Background: an optimization exercise with open tools, aiming at small area, a short achievable clock period and few clock cycles. Do not read the settings as production practice. In this exercise RTL edits were held to simulation tests only and were not proved equivalent to the original. No activity file was given, so power comes from the tool's default toggle rates.

build 88:
==> flow/design.v <==
module drawLine
    (
        output logic [18:0] addr  ,
        output logic [31:0] data  ,
        output logic        wr    ,
        input  logic        busy  ,
        input  logic        clk   ,
        input  logic        reset ,
        input  logic        clk_en,
        input  logic        start ,
        output logic        done  ,
        input  logic [31:0] dataa ,
        input  logic [31:0] datab ,
        input  logic  [7:0] n     ,
        output logic [31:0] result
    );
    logic        sa, sb, sc, sd, se, sf, sg, sw, run;   
    logic        single;                            
    logic        first;                             
    logic        steep, sgx, sgy;
    logic [10:0] freg;
    logic  [9:0] cnt;
    wire [9:0] rp = result[9:0];
    wire [9:0] rq = result[29:20];
    wire idle = ~(sa | sb | sc | sd | se | sf | sg | sw | run);
    wire [9:0] x0 = dataa[9:0];
    wire [9:0] y0 = dataa[19:10];
    wire [9:0] x1 = dataa[29:20];
    wire [9:0] y1 = datab[9:0];
    wire       empty = (x0 == x1) && (y0 == y1) && (n != 8'd0);
    wire        cci = sb | (sc & ~sgx) | (sf & ~steep);
    wire [11:0] ccw = {1'b0, cnt, 1'b1} + {1'b0, ~rq, cci};
    wire        ccout = ccw[11];
    wire  [9:0] cc = ccw[10:1];
    wire        g    = ~freg[10];               
    wire        fsel = sb | sc | g;
    wire        fci  = sb | g;
    wire [10:0] fop  = fsel ? ~{1'b0, rp} : {1'b0, rq};
    wire [11:0] fsw  = {freg, 1'b1} + {fop, fci};
    wire [10:0] fs   = fsw[11:1];
    wire  [9:0] bigD = steep ? rq : cnt;
    wire        mx  = ~first & (~steep | g);
    wire        my  = ~first & (steep | g);
    wire        xn  = mx & sgx;
    wire        h0  = my ^ xn;
    wire        h1  = my ? sgy : xn;
    wire        h2  = my ? ~sgy : xn;
    wire [18:0] addend = {{9{h1}}, h2, h1, h0, {6{xn}}, mx}
                       | {2'b00, rp & {10{sb}}, 7'd0}
                       | {9'd0, rq[9:7] & {3{sc}}, 7'd0};
    wire [10:0] alo   = {1'b0, addr[9:0]} + {1'b0, addend[9:0]};
    wire  [8:0] ahi0  = addr[18:10] + addend[18:10];
    wire  [8:0] ahi1  = addr[18:10] + addend[18:10] + 9'd1;
    wire [18:0] asum  = {alo[10] ? ahi1 : ahi0, alo[9:0]};
    wire issue = ~busy;
    wire start_e = idle & start;
    wire ev_run  = (sg | run) & issue;           
    wire last    = (cnt == 10'd1);
    wire ev_one  = ((sc & single) | sw) & issue;  
    wire fin     = (ev_run & last) | ev_one;      
    wire        en_cnt  = start_e | sc | (sf & steep) | ev_run;
    wire  [9:0] d_cnt   = (sg | run) ? cnt - 10'd1 :
                          sc ? cc ^ {10{sgx}} :
                          sf ? rq : x1;
    wire        en_freg = start_e | sb | sc | sf | sg | (run & issue & ~first);
    wire [10:0] d_freg  = sf ? ~{2'b00, bigD[9:1]} :
                          idle ? {1'b0, y1} : fs;
    wire        en_addr = start_e | sb | sc | (run & issue);
    wire [18:0] d_addr  = idle ? {y0, 2'b00, x0[6:0]} : asum;
    wire        en_rp   = sa | sb | sf | fin;
    wire  [9:0] d_rp    = sa ? y0 : sb ? 10'd0 : sf ? cc ^ {10{steep}} : datab[9:0];
    wire        en_rq   = sa | sd | (sf & steep) | fin;
    wire  [9:0] d_rq    = sa ? x0 : sd ? freg[9:0] ^ {10{sgy}} : sf ? cnt : datab[29:20];
    wire        en_col  = sa | fin;
    assign data = {22'd0, result[19:10]};
    always_ff @(posedge clk) begin
        if (reset) begin
            sa     <= 1'b0;
            sb     <= 1'b0;
            sc     <= 1'b0;
            sd     <= 1'b0;
            se     <= 1'b0;
            sf     <= 1'b0;
            sg     <= 1'b0;
            sw     <= 1'b0;
            run    <= 1'b0;
            wr     <= 1'b0;
            done   <= 1'b0;
            result <= 32'd0;
        end else if (clk_en) begin
            sa   <= start_e & ~empty;
            sb   <= sa;
            sc   <= sb;
            sd   <= sc & ~single;
            se   <= sd;
            sf   <= se;
            sg   <= sf;
            sw   <= ((sc & single) | sw) & ~issue;
            run  <= (sg | run) & ~(issue & last);
            wr   <= ev_run | ev_one;
            done <= (start_e & empty) | fin;
            if (en_rp)  result[9:0]   <= d_rp;
            if (en_col) result[19:10] <= datab[19:10];
            if (en_rq)  result[29:20] <= d_rq;
            if (fin)    result[31:30] <= datab[31:30];
        end
    end
    always_ff @(posedge clk) begin
        if (clk_en) begin
            if (start_e) begin
                single <= (n == 8'd0);
            end
            if (start_e | ev_run)
                first <= start_e;
            if (sb)
                sgx <= ~ccout;
            if (sc)
                sgy <= freg[10];
            if (se)
                steep <= ~ccout;
            if (en_cnt)
                cnt <= d_cnt;
            if (en_freg)
                freg <= d_freg;
            if (en_addr)
                addr <= d_addr;
        end
    end
endmodule
clock: 6.0 ns
lec_check: 0
abc_clock_period_in_ps: 2500
cap_margin: 20
core_margin: 2
core_utilization: 40
cts_cluster_size: 30
place_density: 0.6
setup_slack_margin: 2.9
slew_margin: 20
standard.sh (not shown) runs the stock make flow with config.mk's settings and CLKGATE_MAP_FILE= SYNTH_SCRIPT=/design/flow/synth_recipe.tcl, a recipe that flattens the netlist after the stock synthesis.
==> flow/flow/run.sh <==
#!/bin/bash
# Standard layout, with the port buffers made of the smallest buffer cell
# (the resizer upsizes them where timing needs it).
set -euo pipefail
export BUFFER_PORTS_ARGS="-buffer_cell sky130_fd_sc_hd__buf_1"
bash standard.sh finish > make_finish.log 2>&1
Testbench counts of build 88, summed over its fixed seeds: cycles 75,107.
Changes in build 89 relative to build 88:
- TNS_END_PERCENT newly set to 0
- CTS_CLUSTER_SIZE removed (was 30)
Results
- Diff build 88 -> build 89: post-cts gate resize count decreased by 15% relative to the old numbers, worst setup margin decreased by 0.063 ns relative to the old numbers, portion of the clock cycle consumed by the worst path in the final layout increased by 1.1 points relative to the old numbers.
Here is what was changed in the inputs of build 58 compared with build 89.
- SETUP_SLACK_MARGIN changed from 2.9 to 2.8
- TNS_END_PERCENT removed (was 0)
==> comparison <==
- Build 58 vs build 89, critical path launch point: steep vs sb
- Looking at build 89 and build 58, the clock-pin slew on the worst setup and hold paths is a wash.
- Comparing build 89 and build 58, the higher required time of the worst setup path was measured on build 89.
- Delta(final wirelength, build 58 - build 89) < 0
- The higher areal power density over the cells came out of build 58.
- Compared with build 89, build 58 shows a higher clock network fraction of total power.
- Re number of top-level pins: no difference whatsoever between build 89 and build 58.
- Compared build 89 against build 58; worst-case hold slack within noise.
What build 60 does differently from build 58 at the input level:
- changing PLACE_DENSITY from 0.6 to 0.65
- changing SETUP_SLACK_MARGIN from 2.8 to 2.9
- changing CORE_UTILIZATION from 40 to 50
Results
- Xor-xnor portion of the synthesized cell area came out exactly the same in build 60 and build 58.
- Final design instance area without fill delta for build 60 relative to build 58: 120 um2 higher
- Of build 60 and build 58, the higher aggregate global-route resource usage belongs to build 60.


job 7618:
RTL: the design.v shown in full above, as it stands there.
clock: 6.0 ns
lec_check: 0
abc_clock_period_in_ps: 2500
cap_margin: 20
core_margin: 2
core_utilization: 40
gpl_timing_driven: 1
place_density: 0.6
setup_slack_margin: 2.9
slew_margin: 20
Scripts as last shown in full above: flow/flow/run.sh
Testbench counts of job 7618, summed over its fixed seeds: cycles 75,107.
Here is what was changed in the inputs of job 7317 compared with job 7618.
Settings: changing ABC_CLOCK_PERIOD_IN_PS from 2500 to 3500; removing GPL_TIMING_DRIVEN (formerly 1).
[summary]
Job 7317 | status: complete | timing, DRC, antenna: pass
Diff job 7618..job 7317 | worst slack on hold paths | unchanged
Comparing job 7317 with job 7618, the pin slew with the least headroom to its limit came out essentially unchanged.
Job 7317 vs. job 7618: global-route wire length before repair was more or less identical; share of cell area taken by muxes after synthesis was more or less identical.
Compared job 7317 against job 7618; required time reported for the critical path endpoint within noise.
Job 7618 → job 7317: met2 layer usage reported by global route was more or less identical, total number of placement rows about even, worst setup slack after layout was more or less identical, final number of hold-violating endpoints comparable, design area about even.
Edits applied to the flow inputs when going from job 7317 to job 6743:
Settings: ABC_CLOCK_PERIOD_IN_PS: 3500 -> 2500.
==> flow/flow/run.sh <==
#!/bin/bash
# Standard layout, with the port buffers made of the smallest buffer cell
# (the resizer upsizes them where timing needs it), and the resizer's power
# recovery (downsizing gates off the critical paths) after global routing.
set -euo pipefail
export BUFFER_PORTS_ARGS="-buffer_cell sky130_fd_sc_hd__buf_1"
export RECOVER_POWER=100
bash standard.sh finish > make_finish.log 2>&1
[summary]
On routed wire length, job 6743 tracks job 7317 almost exactly.
Cmp job 6743 and job 7317 / clock period minus worst slack / higher: job 6743
Per the comparison of job 6743 with job 7317, portion of total power attributed to combinational logic went down 0.5 points; share of total power consumed by net switching went down 0.28 points; routing usage on met1 held.
Comparing job 6743 against job 7317, there is no change at all in cell count.
Area growth from synthesis to layout for job 6743: 1.7 points down relative to job 7317
Across job 6743 and job 7317, a clean result was obtained everywhere but in job 6743.
Looking at job 6743 and job 7317, the clock network power share is a wash.
Final cell area: job 6743 below job 7317
On job 6743: post-layout worst setup margin is 1.16 ns lower than what job 7317 gave.
Inputs modified between job 6743 and job 6933:
Settings: clearing ABC_CLOCK_PERIOD_IN_PS, which used to be 2500; swapping 2.9 for 2.95 in SETUP_SLACK_MARGIN.
==> flow/flow/run.sh <==
#!/bin/bash
# Standard layout, with the port buffers made of the smallest buffer cell
# (the resizer upsizes them where timing needs it).
set -euo pipefail
export BUFFER_PORTS_ARGS="-buffer_cell sky130_fd_sc_hd__buf_1"
bash standard.sh finish > make_finish.log 2>&1
Results
Job 6933 completed; timing, DRC and antenna clean. Proportion of layout cells with a drive suffix above 1 is higher on job 6933. The peak supply drop of job 6933 falls short of that of job 6743 by about 10%. | number of cells traversed by the worst register-to-register path | higher: job 6933 |. Going from job 6743 to job 6933, the detailed-route wire length per cell was found to have gone up by 0.38 um. Run comparison: job 6743 standard cell with the maximum stage delay on the critical path sky130_fd_sc_hd__clkbuf_1; job 6933 standard cell with the maximum stage delay on the critical path sky130_fd_sc_hd__edfxtp_1. | routed wire length | job 6933 vs job 6743 | worse |. Compared with job 6743, job 6933 shows a wire length of the first global-routing pass that is 170 um higher. Slack of the critical path: job 6933 > job 6743. Job 6743 has a lower fraction of power spent switching nets than job 6933. Delta (job 6933 minus job 6743): number of slew-limit violations in the final report shrank by 116, final net count went up.
Input-level comparison between job 4190 and job 6933:
Settings: SETUP_SLACK_MARGIN changed from 2.95 to 3.0; ABC_CLOCK_PERIOD_IN_PS newly set to 2500.
Findings:
Diff job 6933..job 4190 | sequential power | negligible. In the tables for job 4190 and job 6933, total number of vias reads lower with job 6933. Reported for job 4190 and job 6933, maximum number of pins on one net before global-route repair turned out identical to the last digit. Worst slack at placement, job 4190 and job 6933: higher on job 4190. Compared with job 6933, job 4190 shows a higher final area. Of job 4190 and job 6933, the run reporting the higher relative area of non-clock buffer cells in the final design was job 4190. Summary — ratio of cells with drive above 1 in the final layout, job 4190 relative to job 6933: higher, by 2.1 points. Via count of the first global-routing pass: job 4190 vs job 6933 up about 0.8%. Taking job 6933 as the reference, in job 4190 area of combinational cells with multiple inputs now larger; top fanout value on the critical path now larger.

## port drivers added, routing unchanged
Ports are ideal in the flow. The routed layouts listed here were re-timed in OpenROAD.
Step 1, drivers: a clkbuf_16 drives clk and a buf_2 each remaining input, both assumed.
Step 2 adds t to the input delays and takes it off the output delays; t is the mean of the earliest and latest rising clock arrival at the registers after step 1. Input paths then give back, and output paths get back, about the clock's delay inside the block.
a / b / c = no drivers / after step 1 / after step 2; a / b = the first two.
run	t (ns)	setup slack, ns	worst setup path after step 2	worst register clock-pin slew, ns	pins driven straight from the clock port
build 88	0.402	2.830 / 2.830 / 2.830	register to register	0.08 / 0.08	1
build 89	0.403	2.767 / 2.767 / 2.767	register to register	0.08 / 0.08	1
build 58	0.401	2.801 / 2.801 / 2.801	register to register	0.07 / 0.07	1
build 60	0.400	2.656 / 2.656 / 2.656	register to register	0.08 / 0.08	1
job 7618	0.402	2.830 / 2.830 / 2.830	register to register	0.08 / 0.08	1
job 7317	0.402	2.830 / 2.830 / 2.830	register to register	0.08 / 0.08	1
job 6743	0.401	1.672 / 1.672 / 1.672	register to register	0.08 / 0.08	1
job 6933	0.401	2.769 / 2.769 / 2.769	register to register	0.08 / 0.08	1
job 4190	0.416	2.826 / 2.826 / 2.826	register to register	0.08 / 0.08	1
